What follows belongs to an exercise in optimizing a design on an open flow for small area, a short achievable clock period and few clock cycles; a production flow would make more cautious choices. Where RTL was checked, it was by simulation tests only, not by an equivalence proof against the original. No activity file was given, so power comes from the tool's default toggle rates.

Design day12_top, start of the top module:
module day12_top #(
    parameter MAX_REGION_W = 64,
    parameter MAX_REGION_H = 64
) (
    input  wire clk,
    input  wire rst_n,
    input  wire in_valid,
    input  wire [31:0] in_data,
    output wire in_ready,
    output wire out_valid,
    output wire [31:0] out_data,
    input  wire out_ready
);
accelerator #(
    .MAX_REGION_W(MAX_REGION_W),
    .MAX_REGION_H(MAX_REGION_H)
) accel (
    .clk(clk),
    .rst_n(rst_n),
    .in_valid(in_valid),
    .in_data(in_data),
    .in_ready(in_ready),
    .out_valid(out_valid),
    .out_data(out_data),
    .out_ready(out_ready)
);
endmodule
For scale: about 1,800 cells after synthesis, roughly 290 flip-flops, roughly 70 I/O pins, about 0.019 sq mm of cells after synthesis.
clock: 14.5 ns
lec_check: 0
cap_margin: 20
core_margin: 2
core_utilization: 60
slew_margin: 20
synth_hierarchical: 1
run.sh (not shown) runs the stock make flow with config.mk's settings and CLKGATE_MAP_FILE= SYNTH_SCRIPT=/design/flow/synth_recipe.tcl, a recipe that flattens the netlist after the stock synthesis.
Edit:
--- a/flow/design.v
+++ b/flow/design.v
@@ -84,34 +84,29 @@
                 end
             end
         endcase
     end
 end
 wire in_ns_zero = (in_data[15:0] == 16'd0);
 wire in_nr_zero = (in_data[31:16] == 16'd0);
 wire in_hc_zero = (in_data[23:16] == 8'd0);
-wire hdr_in_r  = r_v && (phase == PH_HDR);
-wire rdec      = r_v && (phase == PH_REG) && (rsub == 2'd2);
-wire sdec      = r_v && (phase == PH_SHDR || phase == PH_SDATA) && sdone;
-wire n_last_shape = hdr_in_r ? (r_ns_clamp == 4'd1) : (sdec ? (sleft == 4'd2) : (sleft == 4'd1));
-wire n_rl_zero = hdr_in_r ? r_nr_zero : (rdec ? (rleft == 16'd1) : (rleft == 16'd0));
-wire n_rl_one  = hdr_in_r ? (r_data[31:16] == 16'd1) : (rdec ? (rleft == 16'd2) : (rleft == 16'd1));
-wire n_wl_one  = (r_v && phase == PH_SHDR) ? (rhc[7:3] == 5'd0 && rhc[2:0] != 3'd0) || (rhc == 8'd4)
-                                           : ((r_v && phase == PH_SDATA) ? (wl == 7'd2) : (wl == 7'd1));
+wire n_last_shape = (nxt_sleft == 4'd1);
+wire n_rl_zero = (nxt_rleft == 16'd0);
+wire n_rl_one  = (nxt_rleft == 16'd1);
 wire n_reg = (nxt_phase == PH_REG);
 wire t_wh = accept & n_reg & (nxt_rsub == 2'd0);
 wire t_q1 = accept & n_reg & (nxt_rsub == 2'd1);
 wire t_q2 = accept & n_reg & (nxt_rsub == 2'd2);
 reg  end_if;
 always @(*) begin
     case (nxt_phase)
         PH_HDR:   end_if = in_ns_zero & in_nr_zero;
         PH_SHDR:  end_if = in_hc_zero & n_last_shape & n_rl_zero;
-        PH_SDATA: end_if = n_wl_one & n_last_shape & n_rl_zero;
+        PH_SDATA: end_if = (nxt_wl == 7'd1) & n_last_shape & n_rl_zero;
         default:  end_if = (nxt_rsub == 2'd2) & n_rl_one;
     endcase
 end
 wire t_end = accept & end_if;
 integer i;
 wire [31:0] a_in = ({32{t_wh}} & {in_data[7:0], in_data[15:8], in_data[31:24], in_data[23:16]})
                  | ({32{t_q1}} & {cells[3], cells[2], cells[1], cells[0]})
                  | ({32{t_q2}} & {cells[7], cells[6], cells[5], cells[4]});
Global-route usage drops by 0.15 points.
Cell area drops by 0.98%.
Synthesized area drops by 1.1%.
Via count climbs by 0.73%.
Wire length climbs by 0.70%.
Power climbs by 4.5%.
Clock-buffer cell count climbs by 3.
No run of this note included a check of the RTL's function; only the layout flow was run.

========
Another version of the RTL of day12_top (not shown whole).
Size: about 1700 cells after synthesis, roughly 290 flip-flops.
==> flow/design.v (excerpt) <==
module day12_top #(
    parameter MAX_REGION_W = 64,
    parameter MAX_REGION_H = 64
) (
    input  wire clk,
    input  wire rst_n,
    input  wire in_valid,
    input  wire [31:0] in_data,
    output wire in_ready,
    output wire out_valid,
    output wire [31:0] out_data,
    input  wire out_ready
);
accelerator #(
    .MAX_REGION_W(MAX_REGION_W),
    .MAX_REGION_H(MAX_REGION_H)
) accel (
    .clk(clk),
    .rst_n(rst_n),
    .in_valid(in_valid),
    .in_data(in_data),
    .in_ready(in_ready),
    .out_valid(out_valid),
    .out_data(out_data),
    .out_ready(out_ready)
);
endmodule
clock: 14.5 ns
lec_check: 0
cap_margin: 20
core_margin: 2
core_utilization: 60
cts_cluster_diameter: 80
cts_cluster_size: 24
slew_margin: 20
synth_hierarchical: 1
standard.sh (not shown) runs the stock make flow with config.mk's settings and CLKGATE_MAP_FILE= SYNTH_SCRIPT=/design/flow/synth_recipe.tcl, a recipe that flattens the netlist after the stock synthesis.
==> flow/flow/run.sh <==
#!/bin/bash
# The standard layout (the standard.sh: standard synthesis, floorplan,
# placement, CTS, routing), with one change: the buffers that global
# placement puts on every input and output port are buf_2 cells instead of
# the cell buffer_ports picks by default.
set -euo pipefail
export BUFFER_PORTS_ARGS="-buffer_cell sky130_fd_sc_hd__buf_2"
bash standard.sh > standard.log 2>&1
Then changed:
--- a/flow/design.v
+++ b/flow/design.v
@@ -27,16 +27,18 @@
 reg  [15:0] count;
 reg  [7:0]  cells [0:7];
 reg  [31:0] r_data;
 reg  [31:0] r_a;           
 reg  [3:0]  r_a1w;
 reg         r_v;
 reg         r_wh, r_q1, r_q2, r_end;
-wire accept = in_valid & ~busy;
-assign in_ready  = ~busy;
+reg         pstall;        
+reg         nrdy;          
+wire accept = in_valid & ~nrdy;
+assign in_ready  = ~nrdy;
 assign out_valid = ovalid;
 assign out_data  = {16'd0, count};
 wire [7:0] rhc = r_data[23:16];
 wire       r_ns_zero = (r_data[15:0] == 16'd0);
 wire       r_nr_zero = (r_data[31:16] == 16'd0);
 wire [3:0] r_ns_clamp = (r_data[15:4] != 12'd0 || r_data[3]) ? 4'd8 : {1'b0, r_data[2:0]};
 reg [1:0]  nxt_phase;
@@ -83,39 +85,38 @@
                 end else begin
                     nxt_rsub = rsub + 2'd1;
                 end
             end
         endcase
     end
 end
-wire in_ns_zero = (in_data[15:0] == 16'd0);
-wire in_nr_zero = (in_data[31:16] == 16'd0);
-wire in_hc_zero = (in_data[23:16] == 8'd0);
 wire hdr_in_r  = r_v && (phase == PH_HDR);
 wire rdec      = r_v && (phase == PH_REG) && (rsub == 2'd2);
 wire sdec      = r_v && (phase == PH_SHDR || phase == PH_SDATA) && sdone;
 wire n_last_shape = hdr_in_r ? (r_ns_clamp == 4'd1) : (sdec ? (sleft == 4'd2) : (sleft == 4'd1));
 wire n_rl_zero = hdr_in_r ? r_nr_zero : (rdec ? (rleft == 16'd1) : (rleft == 16'd0));
 wire n_rl_one  = hdr_in_r ? (r_data[31:16] == 16'd1) : (rdec ? (rleft == 16'd2) : (rleft == 16'd1));
-wire n_wl_one  = (r_v && phase == PH_SHDR) ? (rhc[7:3] == 5'd0 && rhc[2:0] != 3'd0) || (rhc == 8'd4)
+wire n_wl_one  = (r_v && phase == PH_SHDR) ? (rhc[7:2] == 6'd0 && rhc[1:0] != 2'd0) || (rhc == 8'd4)
                                            : ((r_v && phase == PH_SDATA) ? (wl == 7'd2) : (wl == 7'd1));
 wire n_reg = (nxt_phase == PH_REG);
 wire t_wh = accept & n_reg & (nxt_rsub == 2'd0);
 wire t_q1 = accept & n_reg & (nxt_rsub == 2'd1);
 wire t_q2 = accept & n_reg & (nxt_rsub == 2'd2);
 reg  end_if;
 always @(*) begin
     case (nxt_phase)
-        PH_HDR:   end_if = in_ns_zero & in_nr_zero;
-        PH_SHDR:  end_if = in_hc_zero & n_last_shape & n_rl_zero;
+        PH_HDR, PH_SHDR: end_if = 1'b0;
         PH_SDATA: end_if = n_wl_one & n_last_shape & n_rl_zero;
         default:  end_if = (nxt_rsub == 2'd2) & n_rl_one;
     endcase
 end
-wire t_end = accept & end_if;
+wire t_end   = accept & end_if;
+wire t_maybe = accept & ((nxt_phase == PH_HDR) | ((nxt_phase == PH_SHDR) & n_last_shape & n_rl_zero));
+wire late_end = pstall & ((phase == PH_HDR) ? (r_ns_zero & r_nr_zero) : (rhc == 8'd0));
+wire busy_nxt = t_end | late_end | (busy & ~(ovalid & out_ready));
 integer i;
 wire [31:0] a_in = ({32{t_wh}} & {in_data[7:0], in_data[15:8], 8'd0, in_data[23:16]})
                  | ({32{t_q1}} & {cells[3], cells[2], cells[1], cells[0]})
                  | ({32{t_q2}} & {cells[7], cells[6], cells[5], cells[4]});
 always @(posedge clk) begin
     r_data <= in_data;
     r_a    <= a_in;
@@ -128,24 +129,25 @@
     rsub  <= nxt_rsub;
     if (r_v && phase == PH_SHDR)
         cells[idx] <= rhc;
     if (!rst_n) begin
         phase <= PH_HDR;
         r_v   <= 1'b0;
         busy  <= 1'b0;
+        pstall <= 1'b0;
+        nrdy  <= 1'b0;
         r_wh <= 1'b0; r_q1 <= 1'b0; r_q2 <= 1'b0; r_end <= 1'b0;
         for (i = 0; i < 8; i = i + 1)
             cells[i] <= 8'd0;
     end else begin
         r_v <= accept;
         r_wh <= t_wh; r_q1 <= t_q1; r_q2 <= t_q2; r_end <= t_end;
-        if (t_end)
-            busy <= 1'b1;
-        else if (ovalid && out_ready)
-            busy <= 1'b0;
+        busy   <= busy_nxt;
+        pstall <= t_maybe;
+        nrdy   <= busy_nxt | t_maybe;
     end
 end
 wire wh = r_wh;
 wire [7:0] by0 = r_data[7:0];
 wire [7:0] by1 = r_data[15:8];
 wire [7:0] by2 = r_data[23:16];
 wire [7:0] by3 = r_data[31:24];
@@ -1580,15 +1582,15 @@
     sm1_18 <= pp380;
     sg1_19 <= gm732;
     sm1_19 <= ms691;
     p_big <= big;
     if (!rst_n) begin
         p_wh <= 1'b0; p_q2 <= 1'b0; p_end <= 1'b0;
     end else begin
-        p_wh <= r_wh; p_q2 <= r_q2; p_end <= r_end;
+        p_wh <= r_wh; p_q2 <= r_q2; p_end <= r_end | late_end;
     end
 end
 reg  [19:0] acc;
 wire [19:0] sum_s, sum_c;
 wire bh1;
 wire bk2;
 wire bs3;
@@ -1771,16 +1773,21 @@
 day12_fa u_bs119 (.a(bs39), .b(bc78), .c(bs79), .s(bs119), .co(bc120));
 assign sum_s = {bc118, bc116, bc114, bc112, bc110, bc108, bc106, bc104, bc102, bc100, bc98, bc96, bc94, bc92, bc90, bc88, bc86, bc84, bk82, bh81};
 assign sum_c = {bs119, bs117, bs115, bs113, bs111, bs109, bs107, bs105, bs103, bs101, bs99, bs97, bs95, bs93, bs91, bs89, bs87, bs85, bs83, bh1};
 wire [19:0] sum = sum_s + sum_c;
 reg         satf;
 wire        fit = p_q2 & (satf | sum[19]);
 reg         f_fit, f_end;
+reg inreg;
 always @(posedge clk) begin
     if (!rst_n || p_q2)
+        inreg <= 1'b0;
+    else if (p_wh)
+        inreg <= 1'b1;
+    if (!rst_n || p_q2 || !(inreg || p_wh))
         acc <= 20'd0;
     else if (p_wh)
         acc <= ~sum;
     else
         acc <= sum;
     if (p_wh)
         satf <= p_big | sum[19];
Outcome: Power is lower by 11%; design area stays flat; non-clock buffer count is higher by 2; cell count is higher by 0.61%; worst setup slack gets worse by 14 ps; routed wire length is higher by 3.2%; sequential power is lower by 3.4%; count of clock-buffer cells in the layout is unchanged; global-route usage is higher by 0.91 points; area after synthesis is about the same; combinational power is lower by 69%; clock skew is higher by 5.3 ps; core utilization is lower by 0.84 points.
Testbench counts after the change, summed over its fixed seeds: cycles 41,785.
Only the layout flow was run in the first run of this note; the RTL was not checked for function there.

## what the ideal ports hide
No port has a modelled driver above. Below, the same layouts with a new extraction and two added sets of constraints.
Step 1 (the two cells are an assumption about what drives the block):
set clk [get_ports {clk}]
set_driving_cell -lib_cell sky130_fd_sc_hd__clkbuf_16 $clk
set_driving_cell -lib_cell sky130_fd_sc_hd__buf_2 [delete_from_list [all_inputs] $clk]
Step 2, shift: input delay + t, output delay - t, t = (earliest + latest rising clock arrival at the registers) / 2. This alone moves slack from input paths to output paths.
Slacks: ideal ports / drivers / drivers and shift; pairs: ideal ports / drivers.
run	t (ns)	setup WS [ns]	worst setup path after step 2
the first run of note 1	0.621	9.914 / 9.895 / 9.328	input to register
the second run of note 1	0.567	9.614 / 9.642 / 9.075	input to register
the first run of note 2	0.577	10.196 / 10.233 / 9.655	input to register
the second run of note 2	0.560	10.181 / 10.181 / 10.181	register to register
After both steps setup and hold are still met in every run listed. For the first run of note 1, which loses most, drivers alone change the setup slack by -0.019 ns; drivers and shift together by -0.586 ns.
